Context: an optimization exercise on an open-source flow, tuned for small area, a short achievable clock period and few clock cycles per item. The choices shown serve that exercise and are no tape-out recipe.
At most, simulation tests tie the RTL to the original design; equivalence was not proved.

run 1:
==> flow/design.v <==
module Reconstructor(
    input enable,
    input CLK,
    input reset,
    input [7:0]height,
    input [7:0]width,
    input Vector_sig,
    input [7:0]mv_x,
    input [7:0]addr_x,
    input [7:0]mv_y,
    input [7:0]addr_y,
    output Nxt_block_sig,
    input [1:0]data_type,
    output [15:0]Tindex,
    input [5:0]pdi,
    output [15:0]index,
    output we,
    output [8:0]datax_out,
    output [8:0]datay_out,
    output [5:0]pdo
    );
localparam IDLE = 3'd0, WAIT = 3'd1, S1 = 3'd2, RD0 = 3'd3, CMP = 3'd4, RD = 3'd5;
reg [2:0] state;
reg [15:0] I, N;          
reg jxN, jyN, nval;       
reg [4:0] preg;           
reg [1:0] btype;
reg [7:0] ry0, rx0;
reg hasx, hasy;
always @(posedge CLK) begin
  ry0 <= addr_y + mv_y[7:2];
  rx0 <= addr_x + mv_x[7:2];
  hasx <= |mv_x[1:0];
  hasy <= |mv_y[1:0];
end
function [4:0] oa;
  input jx, jy;
  input [1:0] rx, ry;
  reg [2:0] cx, cy;
  begin
    cx = jx ? {1'b0, rx} : (rx == 2'd0 ? 3'd4 : {1'b0, 2'd0 - rx});
    cy = jy ? {1'b0, ry} : (ry == 2'd0 ? 3'd4 : {1'b0, 2'd0 - ry});
    oa = cx * cy;
  end
endfunction
wire s_cmp = (state == CMP);
wire s_rd0 = (state == RD0);
wire wr = s_cmp & ({1'b0, preg} > pdi);
wire last = ~nval;
wire adv = s_rd0 | (s_cmp & ~last);    
wire nx_v = (~jxN & hasx) | (~jyN & hasy);
wire nx_x = ~jxN & hasx;
wire nx_y = (~jxN & hasx) ? jyN : 1'b1;
wire tmode = (state == IDLE) | (state == WAIT) | (s_cmp & last);
wire tgt_x = (state == S1) ? 1'b0 : (state == RD) ? jxN : nx_x;
wire tgt_y = (state == S1) ? 1'b0 : (state == RD) ? jyN : nx_y;
wire [7:0] op = tmode ? addr_y : ry0 + {7'd0, tgt_y};
wire [7:0] ax = tmode ? addr_x : rx0 + {7'd0, tgt_x};
wire [15:0] W16 = {8'd0, width};
wire [15:0] M = {8'hFF, ~(width & {8{~op[0]}})}
              + (op[1] ? W16 << 1 : 16'd0) + (op[2] ? W16 << 2 : 16'd0)
              + (op[3] ? W16 << 3 : 16'd0) + (op[4] ? W16 << 4 : 16'd0)
              + (op[5] ? W16 << 5 : 16'd0) + (op[6] ? W16 << 6 : 16'd0)
              + (op[7] ? W16 << 7 : 16'd0) + {8'd0, ax};
assign Nxt_block_sig = (state == WAIT) | (s_cmp & last & ~wr);
assign Tindex = N;
assign index = (s_rd0 | (s_cmp & ~wr)) ? N : I;
assign we = wr;
assign pdo = {1'b0, preg};
assign datax_out = {1'b0, mv_x};
assign datay_out = {1'b0, mv_y};
always @(posedge CLK or posedge reset)
  if (reset)
    state <= IDLE;
  else
    case (state)
      IDLE: if (enable) state <= WAIT;
      WAIT: if (Vector_sig) state <= S1;
      S1:   state <= RD0;
      RD0:  state <= CMP;
      CMP:  if (last) state <= (~wr & Vector_sig) ? S1 : WAIT;
            else if (wr) state <= RD;
      RD:   state <= CMP;
      default: state <= IDLE;
    endcase
always @(posedge CLK) begin
  N <= M;
  if (state == S1) begin
    jxN <= 1'b0; jyN <= 1'b0; nval <= 1'b1;
  end
  if (s_rd0)
    btype <= data_type;
  if (adv) begin
    I <= N;
    preg <= oa(jxN, jyN, mv_x[1:0], mv_y[1:0]) + {(s_rd0 ? data_type : btype), 2'b00};
    nval <= nx_v; jxN <= nx_x; jyN <= nx_y;
  end
end
endmodule
Settings: LEC_CHECK=0, ABC_CLOCK_PERIOD_IN_PS=6000, CAP_MARGIN=20, CORE_MARGIN=2, CORE_UTILIZATION=40, CTS_BUF_LIST=sky130_fd_sc_hd__clkbuf_8, CTS_CLUSTER_SIZE=30, PLACE_DENSITY=0.6, SETUP_SLACK_MARGIN=4.5, SLEW_MARGIN=20; clock period 11.0 ns.
standard.sh (not shown) runs the stock make flow with config.mk's settings and CLKGATE_MAP_FILE= SYNTH_SCRIPT=/design/flow/synth_recipe.tcl, a recipe that flattens the netlist after the stock synthesis.
==> flow/flow/run.sh <==
#!/bin/bash
# Standard layout, with every port buffered by sky130_fd_sc_hd__buf_1 and a
# clock tree of clkbuf_8 without dummy loads.
set -euo pipefail
export BUFFER_PORTS_ARGS="-buffer_cell sky130_fd_sc_hd__buf_1"
export CTS_ARGS="-sink_clustering_enable -repair_clock_nets -dont_use_dummy_load -buf_list sky130_fd_sc_hd__clkbuf_8 -sink_clustering_size 30 -sink_clustering_max_diameter 150"
bash standard.sh > standard.log 2>&1
Testbench counts of run 1, summed over its fixed seeds: cycles 37,029, vectors 5,350.
diff inputs: run 1 => run 2
-- flow/design.v --
<<< run 1, line 26
reg [4:0] preg;           
reg [1:0] btype;
reg [7:0] ry0, rx0;
reg hasx, hasy;
always @(posedge CLK) begin
  ry0 <= addr_y + mv_y[7:2];
  rx0 <= addr_x + mv_x[7:2];
  hasx <= |mv_x[1:0];
  hasy <= |mv_y[1:0];
>>> run 2, line 26
reg [4:0] preg;           
reg [1:0] btype;
reg hasx, hasy;
always @(posedge CLK) begin
  hasx <= |mv_x[1:0];
  hasy <= |mv_y[1:0];
<<< run 1, line 52
wire nx_x = ~jxN & hasx;
wire nx_y = (~jxN & hasx) ? jyN : 1'b1;
wire tmode = (state == IDLE) | (state == WAIT) | (s_cmp & last);
wire tgt_x = (state == S1) ? 1'b0 : (state == RD) ? jxN : nx_x;
wire tgt_y = (state == S1) ? 1'b0 : (state == RD) ? jyN : nx_y;
wire [7:0] op = tmode ? addr_y : ry0 + {7'd0, tgt_y};
wire [7:0] ax = tmode ? addr_x : rx0 + {7'd0, tgt_x};
wire [15:0] W16 = {8'd0, width};
wire [15:0] M = {8'hFF, ~(width & {8{~op[0]}})}
>>> run 2, line 49
wire nx_x = ~jxN & hasx;
wire nx_y = (~jxN & hasx) ? jyN : 1'b1;
reg [2:0] ns;
always @(*)
  case (state)
    IDLE: ns = enable ? WAIT : IDLE;
    WAIT: ns = Vector_sig ? S1 : WAIT;
    S1:   ns = RD0;
    RD0:  ns = CMP;
    CMP:  ns = last ? ((~wr & Vector_sig) ? S1 : WAIT) : (wr ? RD : CMP);
    RD:   ns = CMP;
    default: ns = IDLE;
  endcase
wire kx = (state == S1) ? 1'b0 : adv ? nx_x : jxN;
wire ky = (state == S1) ? 1'b0 : adv ? nx_y : jyN;
wire kx_nx = ~kx & hasx;
wire ky_nx = (~kx & hasx) ? ky : 1'b1;
wire tx = (ns == S1) ? 1'b0 : (ns == RD) ? kx : kx_nx;
wire ty = (ns == S1) ? 1'b0 : (ns == RD) ? ky : ky_nx;
reg [7:0] ryc, rxc;
always @(posedge CLK) begin
  ryc <= addr_y + mv_y[7:2] + {7'd0, ty};
  rxc <= addr_x + mv_x[7:2] + {7'd0, tx};
end
wire tmode = (state == IDLE) | (state == WAIT) | (s_cmp & last);
wire [7:0] op = tmode ? addr_y : ryc;
wire [7:0] ax = tmode ? addr_x : rxc;
wire [15:0] W16 = {8'd0, width};
wire [15:0] M = {8'hFF, ~(width & {8{~op[0]}})}
<<< run 1, line 74
    state <= IDLE;
  else
    case (state)
      IDLE: if (enable) state <= WAIT;
      WAIT: if (Vector_sig) state <= S1;
      S1:   state <= RD0;
      RD0:  state <= CMP;
      CMP:  if (last) state <= (~wr & Vector_sig) ? S1 : WAIT;
            else if (wr) state <= RD;
      RD:   state <= CMP;
      default: state <= IDLE;
    endcase
always @(posedge CLK) begin
  N <= M;
>>> run 2, line 91
    state <= IDLE;
  else
    state <= ns;
always @(posedge CLK) begin
  N <= M;
## What came out
Between run 2 and run 1, the synthesized area is lower for run 2. Run 2 against run 1: floorplan die area has decreased, final hold slack has remained practically unchanged, share of the cycle needed by the critical path after routing has remained practically unchanged.
Testbench counts of run 2, summed over its fixed seeds: cycles 37,029, vectors 5,350.

* * *

## the baseline
// Reconstructor: RTL as listed in full above, without the edits since
clock: 11.0 ns
lec_check: 0
abc_clock_period_in_ps: 6000
cap_margin: 20
core_margin: 2
core_utilization: 40
cts_buf_list: sky130_fd_sc_hd__clkbuf_8
cts_cluster_size: 30
place_density: 0.6
setup_slack_margin: 4.5
slew_margin: 20
==> flow/flow/run.sh <==
#!/bin/bash
# Standard layout, with every port buffered by sky130_fd_sc_hd__buf_1.
set -euo pipefail
export BUFFER_PORTS_ARGS="-buffer_cell sky130_fd_sc_hd__buf_1"
bash standard.sh > standard.log 2>&1
Testbench counts of the baseline, summed over its fixed seeds: cycles 37,029, vectors 5,350.
--- input diff the baseline..the candidate ---
==> flow/design.v <==
module Reconstructor(
    input enable,
    input CLK,
    input reset,
    input [7:0]height,
    input [7:0]width,
    input Vector_sig,
    input [7:0]mv_x,
    input [7:0]addr_x,
    input [7:0]mv_y,
    input [7:0]addr_y,
    output Nxt_block_sig,
    input [1:0]data_type,
    output [15:0]Tindex,
    input [5:0]pdi,
    output [15:0]index,
    output we,
    output [8:0]datax_out,
    output [8:0]datay_out,
    output [5:0]pdo
    );
localparam IDLE = 3'd0, WAIT = 3'd1, S1 = 3'd2, RD0 = 3'd3, CMP = 3'd4, RD = 3'd5;
reg [2:0] state;
reg [15:0] I, N;          
reg jxN, jyN, nval;       
reg [4:0] preg;           
reg [1:0] btype;
reg [7:0] ry0, rx0;
reg hasx, hasy;
always @(posedge CLK) begin
  ry0 <= addr_y + mv_y[7:2];
  rx0 <= addr_x + mv_x[7:2];
  hasx <= |mv_x[1:0];
  hasy <= |mv_y[1:0];
end
function [4:0] oa;
  input jx, jy;
  input [1:0] rx, ry;
  reg [2:0] cx, cy;
  begin
    cx = jx ? {1'b0, rx} : (rx == 2'd0 ? 3'd4 : {1'b0, 2'd0 - rx});
    cy = jy ? {1'b0, ry} : (ry == 2'd0 ? 3'd4 : {1'b0, 2'd0 - ry});
    oa = cx * cy;
  end
endfunction
wire s_cmp = (state == CMP);
wire s_rd0 = (state == RD0);
wire wr = s_cmp & ({1'b0, preg} > pdi);
wire last = ~nval;
wire adv = s_rd0 | (s_cmp & ~last);    
wire nx_v = (~jxN & hasx) | (~jyN & hasy);
wire nx_x = ~jxN & hasx;
wire nx_y = (~jxN & hasx) ? jyN : 1'b1;
wire tmode = (state == IDLE) | (state == WAIT) | (s_cmp & last);
wire tgt_x = (state == S1) ? 1'b0 : (state == RD) ? jxN : nx_x;
wire tgt_y = (state == S1) ? 1'b0 : (state == RD) ? jyN : nx_y;
wire [7:0] op = tmode ? addr_y : ry0 + {7'd0, tgt_y};
wire [7:0] ax = tmode ? addr_x : rx0 + {7'd0, tgt_x};
function [8:0] bpp;              
  input b2, b1, b0;
  input [7:0] w;
  reg one, two;
  begin
    one = b1 ^ b0;
    two = (b2 & ~b1 & ~b0) | (~b2 & b1 & b0);
    bpp = ({9{one}} & {1'b0, w} | {9{two}} & {w, 1'b0}) ^ {9{b2}};
  end
endfunction
wire [8:0] pp0 = bpp(op[1], op[0], 1'b0, width);
wire [8:0] pp1 = bpp(op[3], op[2], op[1], width);
wire [8:0] pp2 = bpp(op[5], op[4], op[3], width);
wire [8:0] pp3 = bpp(op[7], op[6], op[5], width);
wire [15:0] ex = {~op[7], 1'b1, ~op[5], 1'b1, ~op[3], 1'b1, ~op[1], 1'b1,
                  1'b0, op[7], 1'b0, op[5], 1'b0, op[3], 1'b0, op[1]};
wire [15:0] M = {7'd0, pp0} + {5'd0, pp1, 2'd0} + {3'd0, pp2, 4'd0} + {1'd0, pp3, 6'd0}
              + {op[7] ? width : 8'd0, 8'd0} + ex + {8'd0, ax} + {8'd0, ~width};
assign Nxt_block_sig = (state == WAIT) | (s_cmp & last & ~wr);
assign Tindex = N;
assign index = (s_rd0 | (s_cmp & ~wr)) ? N : I;
assign we = wr;
assign pdo = {1'b0, preg};
assign datax_out = {1'b0, mv_x};
assign datay_out = {1'b0, mv_y};
always @(posedge CLK or posedge reset)
  if (reset)
    state <= IDLE;
  else
    case (state)
      IDLE: if (enable) state <= WAIT;
      WAIT: if (Vector_sig) state <= S1;
      S1:   state <= RD0;
      RD0:  state <= CMP;
      CMP:  if (last) state <= (~wr & Vector_sig) ? S1 : WAIT;
            else if (wr) state <= RD;
      RD:   state <= CMP;
      default: state <= IDLE;
    endcase
always @(posedge CLK) begin
  N <= M;
  if (state == S1) begin
    jxN <= 1'b0; jyN <= 1'b0; nval <= 1'b1;
  end
  if (s_rd0)
    btype <= data_type;
  if (adv) begin
    I <= N;
    preg <= oa(jxN, jyN, mv_x[1:0], mv_y[1:0]) + {(s_rd0 ? data_type : btype), 2'b00};
    nval <= nx_v; jxN <= nx_x; jyN <= nx_y;
  end
end
endmodule
==> comparison <==
Against the baseline as the reference, the candidate delivers a higher ratio of final minimum period to clock period.
Per the comparison of the candidate with the baseline, detailed-route wire length on metal 1 grew by about 40%, wire length of the first global-routing pass went up 58%.
Looking only at wire length reported by the detailed router, and setting everything else aside, the higher value of the baseline and the candidate goes to the candidate.
Looking at final critical-path setup slack, the candidate sits 0.13 ns below the baseline.
Delay contributed by the slowest stage of the critical path in the candidate vs the baseline: up 0.16 ns
Summary: with the baseline as the reference, number of nets in the layout in the candidate moved up by more than 10%.
What the candidate reported for average cell area after synthesis has to be multiplied by 1.12 to get the figure for the baseline.
Comparing the baseline and the candidate, count of filler cells inserted in the layout is lower on the baseline.
Summary of the candidate over the baseline: footprint of the multi-input gates went up 1100 sq um, critical path buffer and inverter count went up 1.
Final non-filler cell total (the candidate over the baseline): increase, 231
N[14]$_DFF_P_ as the endpoint of the most critical setup path was reported by the candidate, and index[11] by the baseline.
Only the layout flow was run in the candidate; the RTL was not checked for function there.

-- static timing again, ports no longer ideal --
Ports are ideal in the flow. The routed layouts listed here were re-timed in OpenROAD. Step 1, drivers: a clkbuf_16 drives CLK and a buf_2 each remaining input, both assumed. Step 2, shift: input delay + t, output delay - t, t = (earliest + latest rising clock arrival at the registers) / 2. This alone moves slack from input paths to output paths. a / b / c = ideal ports / drivers / drivers and shift; a / b = the first two.
run | shift t [ns] | setup WS [ns] | worst hold slack (ns) | worst register clock-pin slew, ns | worst data-port slew with drivers (ns)
run 1 | 0.359 | 4.663 / 4.639 / 4.424 | 0.459 / 0.459 / 0.459 | 0.07 / 0.07 | 0.05
run 2 | 0.374 | 4.649 / 4.624 / 4.342 | 0.461 / 0.461 / 0.461 | 0.07 / 0.07 | 0.04
the baseline | 0.369 | 4.664 / 4.640 / 4.416 | 0.461 / 0.461 / 0.461 | 0.08 / 0.08 | 0.05
the candidate | 0.374 | 4.533 / 4.537 / 4.163 | 0.483 / 0.483 / 0.483 | 0.07 / 0.07 | 0.04
After both steps every run listed still meets setup and hold. For the candidate, which loses most, drivers alone change the setup slack by +0.004 ns; drivers and shift together by -0.370 ns.
